Source: an optimization exercise on an open RTL-to-GDS flow (aim: small area and a short achievable clock period). Production flows keep margins and buffers that such runs may drop. Where RTL was checked, it was by simulation tests only, not by an equivalence proof against the original. The flow treats the clock pin as an ideal source, which a real chip does not have. No activity file was given, so power comes from the tool's default toggle rates.

==> build 41 <==
## rrc_filter
module rrc_filter #(
	parameter WIDTH = 9
)(
	input logic clk,
	input logic rst,
	input logic signed [WIDTH-1:0] filter_in,
	output logic signed [WIDTH-1:0] filter_out
);
export LEC_CHECK = 0
export ABC_CLOCK_PERIOD_IN_PS = 800
export CAP_MARGIN = 20
export CORE_MARGIN = 2
export CORE_UTILIZATION = 70
export CTS_BUF_LIST = sky130_fd_sc_hd__clkbuf_16
export CTS_CLUSTER_DIAMETER = 80
export CTS_CLUSTER_SIZE = 30
export PLACE_DENSITY = 0.75
export SLEW_MARGIN = 20
export SYNTH_HIERARCHICAL = 1
create_clock -name core_clock -period 10.5 [get_ports {clk}]
standard.sh (not shown) runs the stock make flow with config.mk's settings and CLKGATE_MAP_FILE= SYNTH_SCRIPT=/design/flow/synth_recipe.tcl, a recipe that flattens the netlist after the stock synthesis.
==> flow/flow/run.sh <==
#!/bin/bash
# Own layout flow: the standard ORFS flow (standard.sh, unchanged synthesis), with
#  - timing repair aimed below the design's period (SETUP_SLACK_MARGIN; the SDC is unchanged),
#  - port buffers of a normal buffer cell rather than the smallest one,
#  - after CTS, the clock port drives the tree's second level directly (flow/flatten_clock_root.tcl).
# Each step's full log is kept by ORFS under orfs/logs/; make's own output goes to flow.log.
set -uo pipefail
here=$(pwd)
bash standard.sh SETUP_SLACK_MARGIN=7.3 "BUFFER_PORTS_ARGS=-buffer_cell sky130_fd_sc_hd__buf_4" \
  "POST_CTS_TCL=$here/flow/flatten_clock_root.tcl" finish > flow.log 2>&1
==> flow/flow/flatten_clock_root.tcl <==
set block [ord::get_db_block]
set clknet [$block findNet clk]
set roots {}
foreach it [$clknet getITerms] {
  if {[$it isInputSignal]} { lappend roots [$it getInst] }
}
puts "flatten_clock_root: clock port feeds [llength $roots] cell(s)"
if {[llength $roots] == 1} {
  set root [lindex $roots 0]
  set master [[$root getMaster] getName]
  set out {}
  foreach it [$root getITerms] {
    if {[$it isOutputSignal]} { set out [$it getNet] }
  }
  set loads {}
  foreach it [$out getITerms] {
    if {[$it isInputSignal]} { lappend loads $it }
  }
  puts "flatten_clock_root: root [$root getName] ($master) drives [llength $loads] cell(s)"
  if {[llength $loads] <= 4 && [llength $loads] > 0} {
    foreach it $loads {
      set inst [$it getInst]
      set pin [$it getMTerm]
      set pname "[$inst getName]/[$pin getName]"
      disconnect_pin [$out getName] $pname
      connect_pin clk $pname
    }
    set rname [$root getName]
    set oname [$out getName]
    delete_instance $rname
    delete_net $oname
    puts "flatten_clock_root: removed $rname"
    estimate_parasitics -placement
    report_clock_latency
  }
}
==> build 70: changes against build 41 <==
--- a/flow/flow/run.sh
+++ b/flow/flow/run.sh
@@ -8,3 +8,3 @@
 here=$(pwd)
-bash standard.sh SETUP_SLACK_MARGIN=7.3 "BUFFER_PORTS_ARGS=-buffer_cell sky130_fd_sc_hd__buf_4" \
+bash standard.sh SETUP_SLACK_MARGIN=7.5 "BUFFER_PORTS_ARGS=-buffer_cell sky130_fd_sc_hd__buf_4" \
   "POST_CTS_TCL=$here/flow/flatten_clock_root.tcl" finish > flow.log 2>&1
==> trial 78: changes against build 41 <==
==> flow/flow/run.sh (replaced) <==
#!/bin/bash
# Own layout flow: the standard ORFS flow (standard.sh, unchanged synthesis), with
#  - timing repair aimed below the design's period (SETUP_SLACK_MARGIN; the SDC is unchanged),
#  - port buffers of a normal buffer cell rather than the smallest one.
# Each step's full log is kept by ORFS under orfs/logs/; make's own output goes to flow.log.
set -uo pipefail
bash standard.sh SETUP_SLACK_MARGIN=7.1 "BUFFER_PORTS_ARGS=-buffer_cell sky130_fd_sc_hd__buf_4" finish > flow.log 2>&1
removed: flow/flow/flatten_clock_root.tcl
==> comparison table <==
quantity                                                                      build 70        trial 78        build 41
Global-route wire length before repair                                   48900 microns   48300 microns   48300 microns
Via count normalized by instance count                                            5.43            5.45            5.47
CP Max Fanout                                                                        5               6               5
Final standard cell count with taps included and fillers excluded                 1388            1342            1350
Met1 demand-to-capacity share in global routing                                  38.3%           37.4%           37.5%
Via count of the first global-routing pass                                        8839            8831            8814
Shortest clock period the worst path allows after layout                       3.03 ns         3.26 ns         3.12 ns
Count of routing violations after the opening detailed-route iteration             547             509             518
Maximum single-stage delay on the critical path                                0.49 ns         0.61 ns         0.64 ns
Outcome                                                                 finished clean  finished clean  finished clean
Overall via count from detail_route                                               7533            7314            7386
Routed Wire Length                                                       29800 microns   28500 microns   28800 microns
Fraction of final layout cells with drive strength greater than 1                24.0%           11.4%           13.3%
Routed length on met3                                                      841 microns     864 microns     823 microns
Number of cell instances on the worst register-to-register path                     15               6               5
Launch point of the worst reg-to-reg path                                      cs1[22]         sr11[8]         sr15[3]
CP arrival                                                                     3.28 ns         3.65 ns         3.45 ns
Worst setup skew after layout                                                0.0241 ns       0.0250 ns       0.0236 ns
Function was not checked in any run of this note: the RTL went through the layout flow alone.

==> inputs of 02-27 <==
Another version of the RTL of rrc_filter (not shown whole).
clock: 10.5 ns
lec_check: 0
abc_clock_period_in_ps: 800
cap_margin: 20
core_margin: 2
core_utilization: 70
cts_buf_list: sky130_fd_sc_hd__clkbuf_16
cts_cluster_diameter: 80
cts_cluster_size: 30
place_density: 0.75
slew_margin: 20
synth_hierarchical: 1
==> flow/flow/run.sh <==
#!/bin/bash
# Own layout flow: the standard ORFS flow (standard.sh, unchanged synthesis), with
#  - timing repair aimed below the design's period (SETUP_SLACK_MARGIN; the SDC is unchanged),
#  - port buffers of a normal buffer cell rather than the smallest one,
#  - after CTS, the clock port drives the tree's second level directly (flow/flatten_clock_root.tcl).
# Each step's full log is kept by ORFS under orfs/logs/; make's own output goes to flow.log.
set -uo pipefail
here=$(pwd)
bash standard.sh SETUP_SLACK_MARGIN=7.45 "BUFFER_PORTS_ARGS=-buffer_cell sky130_fd_sc_hd__buf_4" \
  "POST_CTS_TCL=$here/flow/flatten_clock_root.tcl" finish > flow.log 2>&1
==> flow/flow/flatten_clock_root.tcl <==
set block [ord::get_db_block]
set clknet [$block findNet clk]
set roots {}
foreach it [$clknet getITerms] {
  if {[$it isInputSignal]} { lappend roots [$it getInst] }
}
puts "flatten_clock_root: clock port feeds [llength $roots] cell(s)"
if {[llength $roots] == 1} {
  set root [lindex $roots 0]
  set master [[$root getMaster] getName]
  set out {}
  foreach it [$root getITerms] {
    if {[$it isOutputSignal]} { set out [$it getNet] }
  }
  set loads {}
  foreach it [$out getITerms] {
    if {[$it isInputSignal]} { lappend loads $it }
  }
  puts "flatten_clock_root: root [$root getName] ($master) drives [llength $loads] cell(s)"
  if {[llength $loads] <= 4 && [llength $loads] > 0} {
    foreach it $loads {
      set inst [$it getInst]
      set pin [$it getMTerm]
      set pname "[$inst getName]/[$pin getName]"
      disconnect_pin [$out getName] $pname
      connect_pin clk $pname
    }
    set rname [$root getName]
    set oname [$out getName]
    delete_instance $rname
    delete_net $oname
    puts "flatten_clock_root: removed $rname"
    estimate_parasitics -placement
    report_clock_latency
  }
}
==> inputs of 01-01, as changes to 02-27 <==
--- a/flow/flow/run.sh
+++ b/flow/flow/run.sh
@@ -8,3 +8,3 @@
 here=$(pwd)
-bash standard.sh SETUP_SLACK_MARGIN=7.45 "BUFFER_PORTS_ARGS=-buffer_cell sky130_fd_sc_hd__buf_4" \
+bash standard.sh SETUP_SLACK_MARGIN=7.45 "BUFFER_PORTS_ARGS=-buffer_cell sky130_fd_sc_hd__buf_2" \
   "POST_CTS_TCL=$here/flow/flatten_clock_root.tcl" finish > flow.log 2>&1
- CORE_UTILIZATION: 70 -> 80
- PLACE_DENSITY: 0.75 -> 0.85
==> inputs of 08-26, as changes to 02-27 <==
--- a/flow/flow/run.sh
+++ b/flow/flow/run.sh
@@ -8,3 +8,3 @@
 here=$(pwd)
-bash standard.sh SETUP_SLACK_MARGIN=7.45 "BUFFER_PORTS_ARGS=-buffer_cell sky130_fd_sc_hd__buf_4" \
+bash standard.sh SETUP_SLACK_MARGIN=7.55 "BUFFER_PORTS_ARGS=-buffer_cell sky130_fd_sc_hd__buf_2" \
   "POST_CTS_TCL=$here/flow/flatten_clock_root.tcl" finish > flow.log 2>&1
==> comparison <==
02-27 produced a clean layout. 01-01 finished clean. 08-26 produced a clean layout. Design area, highest first: 08-26, 01-01, 02-27. First-iteration DRC count, lowest first: 08-26, 02-27, 01-01. The highest clock power belongs to 08-26, the lowest to 02-27. Hold slack: 01-01 < 08-26 < 02-27. The lowest setup slack belongs to 01-01, the highest to 02-27. Core utilization: 02-27 < 08-26 < 01-01. The highest combinational power belongs to 01-01, the lowest to 02-27. In 01-01 the critical path depth is lower than in 08-26, by 7. Of 02-27 and 08-26, 02-27 has the higher register-to-register slack (gap 50 ps).

==> v12: inputs <==
Another version of the RTL of rrc_filter (not shown whole).
Design rrc_filter, start of the top module:
module rrc_filter #(
	parameter WIDTH = 9
)(
	input logic clk,
	input logic rst,
	input logic signed [WIDTH-1:0] filter_in,
	output logic signed [WIDTH-1:0] filter_out
);
==> flow/config.mk <==
export PLATFORM = sky130hd
export DESIGN_NAME = rrc_filter
export DESIGN_NICKNAME = rrc_filter
export VERILOG_FILES = /design/flow/design.v
export SDC_FILE = /design/flow/constraint.sdc
export NUM_CORES = 4
export LEC_CHECK = 0
export ABC_CLOCK_PERIOD_IN_PS = 800
export CAP_MARGIN = 20
export CORE_MARGIN = 2
export CORE_UTILIZATION = 70
export CTS_BUF_LIST = sky130_fd_sc_hd__clkbuf_16
export CTS_CLUSTER_DIAMETER = 80
export CTS_CLUSTER_SIZE = 30
export PLACE_DENSITY = 0.75
export SLEW_MARGIN = 20
export SYNTH_HIERARCHICAL = 1
==> flow/constraint.sdc <==
create_clock -name core_clock -period 10.5 [get_ports {clk}]
set_input_delay 2.1000 -clock core_clock [delete_from_list [all_inputs] [get_ports {clk}]]
set_output_delay 2.1000 -clock core_clock [all_outputs]
set_load 0.01 [all_outputs]
==> flow/flow/run.sh <==
#!/bin/bash
# Own layout flow: the standard ORFS flow (standard.sh, unchanged synthesis), with
#  - timing repair aimed below the design's period (SETUP_SLACK_MARGIN; the SDC is unchanged),
#  - port buffers of a normal buffer cell rather than the smallest one,
#  - after CTS, the clock port drives the tree's second level directly (flow/flatten_clock_root.tcl).
# Each step's full log is kept by ORFS under orfs/logs/; make's own output goes to flow.log.
set -uo pipefail
here=$(pwd)
bash standard.sh SETUP_SLACK_MARGIN=7.58 "BUFFER_PORTS_ARGS=-buffer_cell sky130_fd_sc_hd__buf_2" \
  "POST_CTS_TCL=$here/flow/flatten_clock_root.tcl" finish > flow.log 2>&1
Scripts as last shown in full above: flow/flow/flatten_clock_root.tcl
==> v15: changes against v12 <==
==> flow/flow/run.sh (replaced) <==
#!/bin/bash
# Own layout flow: the standard ORFS flow (standard.sh, unchanged synthesis), with
#  - timing repair aimed below the design's period (SETUP_SLACK_MARGIN; the SDC is unchanged),
#  - port buffers of a normal buffer cell rather than the smallest one,
#  - after CTS, the clock port drives the tree's branch buffers directly, split in two (flow/flatten_clock_root.tcl).
# Each step's full log is kept by ORFS under orfs/logs/; make's own output goes to flow.log.
set -uo pipefail
here=$(pwd)
bash standard.sh SETUP_SLACK_MARGIN=7.5 "BUFFER_PORTS_ARGS=-buffer_cell sky130_fd_sc_hd__buf_2" \
  "POST_CTS_TCL=$here/flow/flatten_clock_root.tcl" finish > flow.log 2>&1
==> flow/flow/flatten_clock_root.tcl (replaced) <==
# POST_CTS hook. CTS builds root buffer -> branch buffers -> leaf buffers -> registers.
# 1. Drop the root buffer: the clock port then feeds the branch buffers directly.
set block [ord::get_db_block]
set clknet [$block findNet clk]

proc loads_of {net} {
  set l {}
  foreach it [$net getITerms] { if {[$it isInputSignal]} { lappend l $it } }
  return $l
}
proc out_net {inst} {
  foreach it [$inst getITerms] { if {[$it isOutputSignal]} { return [$it getNet] } }
  return ""
}

set roots [loads_of $clknet]
puts "clock hook: clock port feeds [llength $roots] cell(s)"
if {[llength $roots] == 1} {
  set root [[lindex $roots 0] getInst]
  set out [out_net $root]
  set loads [loads_of $out]
  if {[llength $loads] <= 4 && [llength $loads] > 0} {
    foreach it $loads {
      set pname "[[$it getInst] getName]/[[$it getMTerm] getName]"
      disconnect_pin [$out getName] $pname
      connect_pin clk $pname
    }
    set rname [$root getName]
    set oname [$out getName]
    delete_instance $rname
    delete_net $oname
    puts "clock hook: removed root $rname"
  }
}

set branches [loads_of $clknet]
set nsplit [expr {4 / max(1, [llength $branches])}]
if {[llength $branches] <= 2} {
  set k 0
  foreach bit $branches {
    set b [$bit getInst]
    set bnet [out_net $b]
    set leaves [loads_of $bnet]
    if {[llength $leaves] < 4} continue
    # split the leaves in two halves along the wider spread of their positions
    set pts {}
    foreach it $leaves {
      set li [$it getInst]
      set loc [$li getLocation]
      lappend pts [list $it [lindex $loc 0] [lindex $loc 1]]
    }
    set xs [lmap p $pts {lindex $p 1}]
    set ys [lmap p $pts {lindex $p 2}]
    set dx [expr {[tcl::mathfunc::max {*}$xs] - [tcl::mathfunc::min {*}$xs]}]
    set dy [expr {[tcl::mathfunc::max {*}$ys] - [tcl::mathfunc::min {*}$ys]}]
    set idx [expr {$dx >= $dy ? 1 : 2}]
    set pts [lsort -integer -index $idx $pts]
    set half [expr {[llength $pts] / 2}]
    set moved [lrange $pts $half end]
    set master [[$b getMaster] getName]
    set nname "clkhook_split_${k}"
    set netname "clkhook_net_${k}"
    incr k
    set newnet [odb::dbNet_create $block $netname]
    $newnet setSigType CLOCK
    set inst [odb::dbInst_create $block [[ord::get_db] findMaster $master] $nname]
    set sx 0; set sy 0
    foreach p $moved { set sx [expr {$sx + [lindex $p 1]}]; set sy [expr {$sy + [lindex $p 2]}] }
    set n [llength $moved]
    $inst setLocation [expr {$sx / $n}] [expr {$sy / $n}]
    $inst setPlacementStatus PLACED
    [$inst findITerm A] connect $clknet
    [$inst findITerm X] connect $newnet
    foreach p $moved {
      set it [lindex $p 0]
      $it disconnect
      $it connect $newnet
    }
    # move the original branch buffer to the centroid of the leaves it keeps
    set sx 0; set sy 0
    set kept [lrange $pts 0 [expr {$half - 1}]]
    foreach p $kept { set sx [expr {$sx + [lindex $p 1]}]; set sy [expr {$sy + [lindex $p 2]}] }
    set n [llength $kept]
    $b setLocation [expr {$sx / $n}] [expr {$sy / $n}]
    puts "clock hook: split [$b getName] ([llength $leaves] leaves) into two"
  }
  detailed_placement
  check_placement -verbose
}
estimate_parasitics -placement
report_clock_latency
==> v38: changes against v12 <==
==> flow/flow/run.sh (replaced) <==
#!/bin/bash
# Own layout flow: the standard ORFS flow (standard.sh, unchanged synthesis), with
#  - timing repair aimed below the design's period (SETUP_SLACK_MARGIN; the SDC is unchanged),
#  - port buffers of a normal buffer cell rather than the smallest one,
#  - after CTS, the clock port drives the tree's branch buffers directly, split in two (flow/flatten_clock_root.tcl).
# Each step's full log is kept by ORFS under orfs/logs/; make's own output goes to flow.log.
set -uo pipefail
here=$(pwd)
bash standard.sh SETUP_SLACK_MARGIN=7.4 "BUFFER_PORTS_ARGS=-buffer_cell sky130_fd_sc_hd__buf_2" \
  "POST_CTS_TCL=$here/flow/flatten_clock_root.tcl" finish > flow.log 2>&1
==> flow/flow/flatten_clock_root.tcl (replaced) <==
# POST_CTS hook. CTS builds root buffer -> branch buffers -> leaf buffers -> registers.
# 1. Drop the root buffer: the clock port then feeds the branch buffers directly.
set block [ord::get_db_block]
set clknet [$block findNet clk]

proc loads_of {net} {
  set l {}
  foreach it [$net getITerms] { if {[$it isInputSignal]} { lappend l $it } }
  return $l
}
proc out_net {inst} {
  foreach it [$inst getITerms] { if {[$it isOutputSignal]} { return [$it getNet] } }
  return ""
}

set roots [loads_of $clknet]
puts "clock hook: clock port feeds [llength $roots] cell(s)"
if {[llength $roots] == 1} {
  set root [[lindex $roots 0] getInst]
  set out [out_net $root]
  set loads [loads_of $out]
  if {[llength $loads] <= 4 && [llength $loads] > 0} {
    foreach it $loads {
      set pname "[[$it getInst] getName]/[[$it getMTerm] getName]"
      disconnect_pin [$out getName] $pname
      connect_pin clk $pname
    }
    set rname [$root getName]
    set oname [$out getName]
    delete_instance $rname
    delete_net $oname
    puts "clock hook: removed root $rname"
  }
}

set branches [loads_of $clknet]
set nsplit [expr {4 / max(1, [llength $branches])}]
if {[llength $branches] <= 2} {
  set k 0
  foreach bit $branches {
    set b [$bit getInst]
    set bnet [out_net $b]
    set leaves [loads_of $bnet]
    if {[llength $leaves] < 4} continue
    # split the leaves in two halves along the wider spread of their positions
    set pts {}
    foreach it $leaves {
      set li [$it getInst]
      set loc [$li getLocation]
      lappend pts [list $it [lindex $loc 0] [lindex $loc 1]]
    }
    set xs [lmap p $pts {lindex $p 1}]
    set ys [lmap p $pts {lindex $p 2}]
    set dx [expr {[tcl::mathfunc::max {*}$xs] - [tcl::mathfunc::min {*}$xs]}]
    set dy [expr {[tcl::mathfunc::max {*}$ys] - [tcl::mathfunc::min {*}$ys]}]
    set idx [expr {$dx >= $dy ? 1 : 2}]
    set pts [lsort -integer -index $idx $pts]
    set half [expr {[llength $pts] / 2}]
    set moved [lrange $pts $half end]
    set master [[$b getMaster] getName]
    set nname "clkhook_split_${k}"
    set netname "clkhook_net_${k}"
    incr k
    set newnet [odb::dbNet_create $block $netname]
    $newnet setSigType CLOCK
    set inst [odb::dbInst_create $block [[ord::get_db] findMaster $master] $nname]
    set sx 0; set sy 0
    foreach p $moved { set sx [expr {$sx + [lindex $p 1]}]; set sy [expr {$sy + [lindex $p 2]}] }
    set n [llength $moved]
    $inst setLocation [expr {$sx / $n}] [expr {$sy / $n}]
    $inst setPlacementStatus PLACED
    [$inst findITerm A] connect $clknet
    [$inst findITerm X] connect $newnet
    foreach p $moved {
      set it [lindex $p 0]
      $it disconnect
      $it connect $newnet
    }
    # move the original branch buffer to the centroid of the leaves it keeps
    set sx 0; set sy 0
    set kept [lrange $pts 0 [expr {$half - 1}]]
    foreach p $kept { set sx [expr {$sx + [lindex $p 1]}]; set sy [expr {$sy + [lindex $p 2]}] }
    set n [llength $kept]
    $b setLocation [expr {$sx / $n}] [expr {$sy / $n}]
    puts "clock hook: split [$b getName] ([llength $leaves] leaves) into two"
  }
  detailed_placement
  check_placement -verbose
}
estimate_parasitics -placement
report_clock_latency
Settings changed: CTS_CLUSTER_DIAMETER 80 to 90, CTS_CLUSTER_SIZE 30 to 32.
==> comparison table <==
quantity                                                                                v12                       v15                       v38
Status                                                             timing/DRC/antenna clean  timing/DRC/antenna clean  timing/DRC/antenna clean
Critical Path Max Stage Delay                                                        380 ps                    470 ps                    540 ps
Launching element of the worst setup path                                     filter_out[6]                    sr8[6]                   sr11[3]
Routing usage on met3                                                                0.0231                    0.0288                    0.0339
Final Non-Filler Cells                                                                 1378                      1373                      1355
Sequential share of power                                                             0.334                     0.349                     0.356
Routing usage on met1                                                                 0.385                     0.374                     0.372
Reg2Reg Capture Point                                                         filter_out[7]                   cs1[23]                   cs2[11]
Routability Congestion                                                                0.885                     0.899                     0.899
Slowest cell on crit path                                          sky130_fd_sc_hd__dfrtp_1  sky130_fd_sc_hd__dfrtp_2  sky130_fd_sc_hd__dfrtp_2
Grt met2 use                                                                          0.430                     0.421                     0.437
Power in sequential cells                                                           2.05 mW                   2.05 mW                   2.06 mW
Setup repair after global routing missed its margin                                     yes                       yes                        no
Proportion of total power due to net switching                                        0.399                     0.387                     0.391
Register area                                                                      9570 µm²                  9560 µm²                  9550 µm²
CP dominant cell by count                                                                 -     sky130_fd_sc_hd__fa_1     sky130_fd_sc_hd__fa_1
Fraction of area in multi-input gates                                                 0.397                     0.391                     0.394
Maximum VDD drop                                                                   0.341 mV                  0.320 mV                  0.321 mV
CP endpoint                                                                   filter_out[6]                   cs1[23]                   cs2[11]
Average routed wire per standard cell                                               22.4 µm                   21.9 µm                   22.0 µm
Endpoint kind of the worst setup timing path                                    output port                  register                  register
Largest net degree at the start of global routing                                        87                        85                        85
Cell Int Power                                                                      3.70 mW                   3.60 mW                   3.52 mW
Fraction of final layout cells with drive strength greater than 1                     0.252                     0.194                     0.143

==> port drivers added, routing unchanged <==
In the flow no input, the clock included, has a driving cell. The finished layouts below were timed again as built, in two steps. Step 1 (the two cells are an assumption about what drives the block):
set clk [get_ports {clk}]
set_driving_cell -lib_cell sky130_fd_sc_hd__clkbuf_16 $clk
set_driving_cell -lib_cell sky130_fd_sc_hd__buf_2 [delete_from_list [all_inputs] $clk]
Step 2 also shifts input and output timing later by t, the mid clock arrival at the registers, as if the neighbouring blocks saw the same clock. a / b / c = ideal / step 1 / step 2; a / b = the first two.
| run | t, ns | setup WS [ns] | hold slack, ns | worst register clock-pin slew, ns | worst slew at a driven data input, ns |
|---|---|---|---|---|---|
| build 41 | 0.437 | 7.382 / 7.382 / 7.114 | 0.339 / 0.339 / 0.339 | 0.11 / 0.11 | 0.03 |
| build 70 | 0.437 | 7.474 / 7.438 / 7.217 | 0.340 / 0.340 / 0.340 | 0.11 / 0.11 | 0.03 |
| trial 78 | 0.552 | 7.237 / 7.237 / 6.884 | 0.339 / 0.339 / 0.339 | 0.11 / 0.11 | 0.03 |
| 02-27 | 0.436 | 7.496 / 7.464 / 7.139 | 0.359 / 0.359 / 0.359 | 0.11 / 0.11 | 0.04 |
| 01-01 | 0.435 | 7.413 / 7.413 / 7.192 | 0.350 / 0.350 / 0.350 | 0.12 / 0.12 | 0.03 |
| 08-26 | 0.447 | 7.449 / 7.445 / 7.232 | 0.354 / 0.354 / 0.354 | 0.11 / 0.11 | 0.03 |
| v12 | 0.443 | 7.514 / 7.453 / 7.245 | 0.342 / 0.342 / 0.342 | 0.12 / 0.12 | 0.03 |
| v15 | 0.412 | 7.534 / 7.473 / 7.222 | 0.336 / 0.336 / 0.336 | 0.11 / 0.11 | 0.04 |
| v38 | 0.423 | 7.496 / 7.466 / 7.254 | 0.347 / 0.347 / 0.347 | 0.12 / 0.12 | 0.04 |
After both steps setup and hold are still met in every run listed. For 02-27, which loses most, drivers alone change the setup slack by -0.032 ns; drivers and shift together by -0.357 ns. The worst setup slack also covers recovery checks on asynchronous resets.
